What follows belongs to an exercise in optimizing a design on an open flow for small area and a short achievable clock period; a production flow would make more cautious choices.
In this exercise RTL edits were held to simulation tests only and were not proved equivalent to the original.
Power and IR drop assume default switching activity.

==> flow/design.v, too long to show whole: its modules and the start of the top module <==
// module FP32Mul_fa: 4 lines
// module FP32Mul_ha: 4 lines
// module FP32Mul_bsel: 3 lines
// module FP32Mul_add48: 261 lines
// module FP32Mul_shr: 150 lines
// module FP32Mul_lzc: 60 lines
// module FP32Multi: 1394 lines
module FP32Multi
(
    input         clk,
    input         input_valid,
    input [31:0]  x1,
    input [31:0]  x2,
    output [31:0] y,
    output reg    out_valid
);
  // ...
==> flow/flow/run.sh <==
#!/bin/bash
# Layout flow: the standard ORFS flow, with synthesis mapped by the ABC
# script in flow/abc.script (no ABC-side buffering/sizing; OpenROAD sizes
# the gates after placement) at a tighter ABC delay target.
set -euo pipefail
HERE=$(pwd)
ABC_D=${ABC_D:-$(cat flow/abc_d.txt 2>/dev/null || echo 3300)}
{
  cat <<'EOT'
proc abc {args} {
  set new {}
  set skip 0
  foreach a $args {
    if {$skip} { set skip 0; continue }
    if {$a eq "-script"} { lappend new -script $::env(MY_ABC_SCRIPT); set skip 1; continue }
    if {$a eq "-D"} { lappend new -D $::env(MY_ABC_D); set skip 1; continue }
    lappend new $a
  }
  puts "flow abc: $new"
  yosys abc {*}$new
}
EOT
  cat synth_recipe.tcl
} > my_synth.tcl
# optional extra ORFS settings
[ -f flow/env.sh ] && source flow/env.sh
export MY_ABC_SCRIPT=$HERE/flow/abc.script
export MY_ABC_D=$ABC_D
sed "s#SYNTH_SCRIPT=[^ ]*#SYNTH_SCRIPT=$HERE/my_synth.tcl#" standard.sh > my_standard.sh
bash my_standard.sh > flow_make.log 2>&1
==> flow/flow/abc.script <==
&get -n
&st
&dch
&nf -R 1000
&put
topo
stime -c
==> flow/flow/env.sh <==
export BUFFER_PORTS_ARGS="-buffer_cell sky130_fd_sc_hd__buf_1"
==> flow/standard.sh <==
#!/bin/bash
# synth_recipe.tcl (not shown) runs the flow's synth.tcl, then flattens the netlist and writes it again
# the make line also repeats each setting of config.mk as NAME=value (left out here)
make -C /OpenROAD-flow-scripts/flow DESIGN_CONFIG=/design/flow/config.mk WORK_HOME=/design/flow/orfs CLKGATE_MAP_FILE= SYNTH_SCRIPT=/design/flow/synth_recipe.tcl "${@:-finish}"
==> flow/config.mk <==
export PLATFORM = sky130hd
export DESIGN_NAME = FP32Multi
export DESIGN_NICKNAME = FP32Multi
export VERILOG_FILES = /design/flow/design.v
export SDC_FILE = /design/flow/constraint.sdc
export NUM_CORES = 4
export LEC_CHECK = 0
export CAP_MARGIN = 20
export CORE_MARGIN = 2
export CORE_UTILIZATION = 60
export PLACE_DENSITY = 0.72
export SETUP_SLACK_MARGIN = 5
export SLEW_MARGIN = 20
export SYNTH_HIERARCHICAL = 1
export TNS_END_PERCENT = 0
==> flow/constraint.sdc <==
create_clock -name core_clock -period 8.5 [get_ports {clk}]
set_input_delay 1.7000 -clock core_clock [delete_from_list [all_inputs] [get_ports {clk}]]
set_output_delay 1.7000 -clock core_clock [all_outputs]
set_load 0.01 [all_outputs]
==> results.cfg, run 1 <==
[run_status]
status = complete, no violations

[worst_hold_path]
worstHoldStart = v_3
hold_path_end = out_valid

[clocking]
cts_max_path_buffers = 3
postCtsSetupBuffers = 14
postCtsHoldBufs = 0
cts_num_sinks = 269
cts_resized = 112

[yosys]
synth_most_common_cell = xnor2_1
netlist_area_sq_um = 22400
async_flop_share_pct = 0

[sta]
whs_ns = 0.326
hold_violations = 0

[worst_setup_path]
cp-startpoint = m1_1[15]
rr_endpoint = sb_2[24]
crit_fanout = 25

[run]
cap_violations = 0

[floorplanning]
tap_cells = 468
rows = 70

[final_layout]
nFlopsAndLatches = 269
dominant_cells = multi-input gates
clock_cell_area_share_pct = 3.87

[route]
maxUsedRoutingLayer = met5
drc_errors = 0
routed-wl-met3_um = 8550
ant_nets = 0

[global_routing]
grt_max_degree = 51
==> run 2, diff against run 1 <==
--- a/flow/config.mk
+++ b/flow/config.mk
@@ -6,10 +6,10 @@
 export NUM_CORES = 4
 export LEC_CHECK = 0
-export CAP_MARGIN = 20
+export CAP_MARGIN = 10
 export CORE_MARGIN = 2
-export CORE_UTILIZATION = 60
-export PLACE_DENSITY = 0.72
+export CORE_UTILIZATION = 70
+export PLACE_DENSITY = 0.8
 export SETUP_SLACK_MARGIN = 5
-export SLEW_MARGIN = 20
+export SLEW_MARGIN = 10
 export SYNTH_HIERARCHICAL = 1
 export TNS_END_PERCENT = 0
==> results.cfg, run 2 <==
[global_routing]
grt_pass1_wl_um = 106000
grt_max_degree = 51
grt_antenna_before_repair = 4
grt_pass1_vias = 19969
overflow = 0
track_usage_pct = 40.7

[worst_setup_path]
rr_worst_depth = 8
crit_fanout = 25
worst_setup_path_end_kind = register
critical_path_class = reg -> reg
crit_arrival_ns = 4.14
worstSetupStartpointType = register
worstPathRequired_ns = 8.96

[floorplanning]
die_h_um = 183
ios = 99
rows = 65
die_x_um = 183
start_util_pct = 70.9
dieArea_sq_um = 33400
coreArea_sq_um = 31600

[sta]
slew_violations = 0
fmax_ghz = 0.272
maxSlewHeadroom_pct = 26.1
period_needed_ns = 3.68
hold_violations = 0
setup-tns-final_ns = 0
skew_ns = 0.0164
worstMarginPinSlew_ns = 1.11
setup_viol = 0
finalCritPeriodShare_pct = 43.3
rsz0062_at_grt = true

[clocking]
cts_num_sinks = 269
h-tree-depth = 1
cts_tree = built
clockRootBuffer = clkbuf_16
postCtsHoldBufs = 0
clkTransAtPathRegs_ns = 0.06
cts_max_path_buffers = 3
clock_latency_ns = 0.59
numCtsBuffers = 29

[place]
io_buffer_count = 98
gp_congestion = 0.987
dpl_cell_area_sq_um = 23800
dp_hpwl_um = 44400

[yosys]
synth_most_common_cell = xnor2_1
ys_ff_latch = 269
synth_top_area_share_pct = 24.1
synthFlopType = dfxtp_1
syn_inst = 2166
netlist_top_cells_count = xnor2_1 (341), a22oi_1 (300), dfxtp_1 (269)
syn_area_per_cell_sq_um = 10.3
async_flop_share_pct = 0
yosys_warnings = 7
ys_seq_area_share_pct = 24.1
yosys.area.top_type = dfxtp_1
ys_types = 50
netlist_area_sq_um = 22400
synthTopCellsByArea = dfxtp_1 (24%), fa_1 (24%), xnor2_1 (13%), a22oi_1 (10%), ha_1 (6.7%)
synth-edff-count = 0

[route]
drt_iter0_drc = 2313
drc_errors = 0
wl_per_cell_um = 24.2
num_vias = 19038
firstDrtPassIters = 9
viasPerCell = 6.76
ant_nets = 0
routed_wl_um = 68100

[final_layout]
drive_gt1_share_pct = 8.07
largest_reg_flops = 48
final_common_cell = xnor2_1
diodes = 0
fin_area_sq_um = 25400
mostFrequentLayoutCells = xnor2_1 (339), a22oi_1 (300), fa_1 (264)
register_area_sq_um = 5420
nNetsFinal = 2846
regMostFlops = sa_2
multiInputGateArea_sq_um = 17100
largest_registers = sa_2 x48, sb_2 x47, y_4 x32
fillers = 2101
syn_to_final_growth_pct = 13.3

[power_and_ir_drop]
pwr-share-seq_pct = 19.0
p_sw_uw = 5170
comb_power_share_pct = 69.6
p_int_uw = 5790
leakage_uw = 0.00964
p_sw_share_pct = 47.2
vdd_drop_max_uv = 261
clkPwrFrac_pct = 11.4
power_density_nw_per_um2 = 432

[worst_hold_path]
hold_depth = 0
holdCritPathClass = reg -> reg

[run]
cap_violations = 0

[run_status]
status = complete, no violations
[run 2: modules after synthesis (local to each module, per instance)]
module	cells inside	cell area [sq um]
FP32Mul_bsel	2	16.3
FP32Mul_ha	1	12.5
FP32Mul_add48	259	1910
FP32Multi	732	8580
FP32Mul_lzc	42	213
FP32Mul_shr	205	1070
FP32Mul_fa	1	20.0
[run 2: layer usage]
metal  vias to the layer above  global-route usage [%]  routed length, um
met3                       342                    12.5               8950
li1                       8224                       -                  -
met2                      1430                    64.3              30200
met4                         6                    20.3               3880
met1                      9036                    50.8              24900
met5                         -                       0                 40
[run 2: logic make-up (layout without fill, tap and decap cells)]
kind of cell             after synthesis  after routing  share of synthesized area (%)
other                                  1             25                         0.0168
flip-flops                           269            269                           24.1
multiplexers                          64             64                           3.06
XOR/XNOR                             367            367                           14.4
AND/OR/NAND/NOR                      393            393                           8.70
AO/OA/AOI/OAI                        591            591                           17.7
buffers and inverters                 95            320                           1.59
adder cells (fa/ha/maj)              386            386                           30.5
[run 2: cell type report]
type | instances | share of cell area, %
timing repair buffer | 173 | 3.92
clock inverter | 11 | 0.449
sequential | 269 | 21.4
inverter | 95 | 1.43
multi-input combinational | 1826 | 67.6
clock buffer | 41 | 3.28
tap | 402 | 1.98
[run 2: power by group through the flow]
stage / registers, uW / logic, uW / clock network, uW
finish: 2090 / 7630 / 1250
global route: 2120 / 8320 / 1310
CTS: 2080 / 7340 / 1270
detailed placement: 2090 / 6880 / 0
global placement: 2080 / 6610 / 0
floorplan: 2170 / 4590 / 0
[run 2: final timing paths]
path	slack, ns	from	to
setup / recovery	4.82	one_1[5]	sb_2[30]
setup reg to reg	4.82	one_1[5]	sb_2[30]
hold / removal	0.32	ex_2[2]	ex_3[2]
hold reg to reg	0.32	ex_2[2]	ex_3[2]
[run 2: what timing repair did]
item                       in CTS  in global routing
setup endpoints to repair      91                 81
gates resized for setup        88                 20
setup buffers                  17                  0
pin swaps                      32                  5
cloned                          0                  0
[run 2: worst max-delay path: stages, from the launching register on]
cell and delay (ns):
dfxtp_1 0.31, buf_4 0.38, a22oi_1 0.19, xnor2_1 0.30, fa_1 0.49, fa_1 0.50, fa_1 0.45, fa_1 0.54
fa_1 0.41
[run 2: stage by stage]
stage / hold slack [ns] / instances / worst slack [ns] / power [uW] / util, %
final: 0.325 / 2817 / 4.82 / 11000 / 80.3
after global routing: 0.329 / 2817 / 4.72 / 11800 / 80.3
after CTS: 0.322 / 2817 / 4.93 / 10700 / 80.1
after detailed placement: 0.312 / 2748 / 4.12 / 8970 / 75.6
after global placement: 0.310 / 2748 / 4.24 / 8690 / 75.6
after floorplan: 0.310 / 2190 / 4.72 / 6760 / -

==> what the ideal ports hide <==
Ports are ideal in the flow. The routed layouts listed here were re-timed in OpenROAD. Step 1 sets driving cells, clkbuf_16 on the clock port and buf_2 on the other inputs (assumed; they add their load-dependent delay and slew). Step 2 moves the port delays by t, midway between the first and last clock arrival at a register: inputs arrive t later, outputs are due t later. That takes back most of the time a late clock gives input paths. Three values: no drivers, after step 1, after step 2; two values: the first two.
| run | t, ns | setup WS [ns] | worst setup path at the end | clock arrival spread, ns | slew at the worst register clock pin (ns) |
|---|---|---|---|---|---|
| run 1 | 0.629 | 4.836 / 4.836 / 4.343 | input to register | 0.022 / 0.023 | 0.06 / 0.06 |
| run 2 | 0.635 | 4.822 / 4.822 / 4.365 | input to register | 0.016 / 0.016 | 0.07 / 0.07 |
After both steps every run listed still meets setup and hold. The setup slack of run 1, which loses most, moves by 0.000 ns with the drivers and by -0.493 ns with both steps.
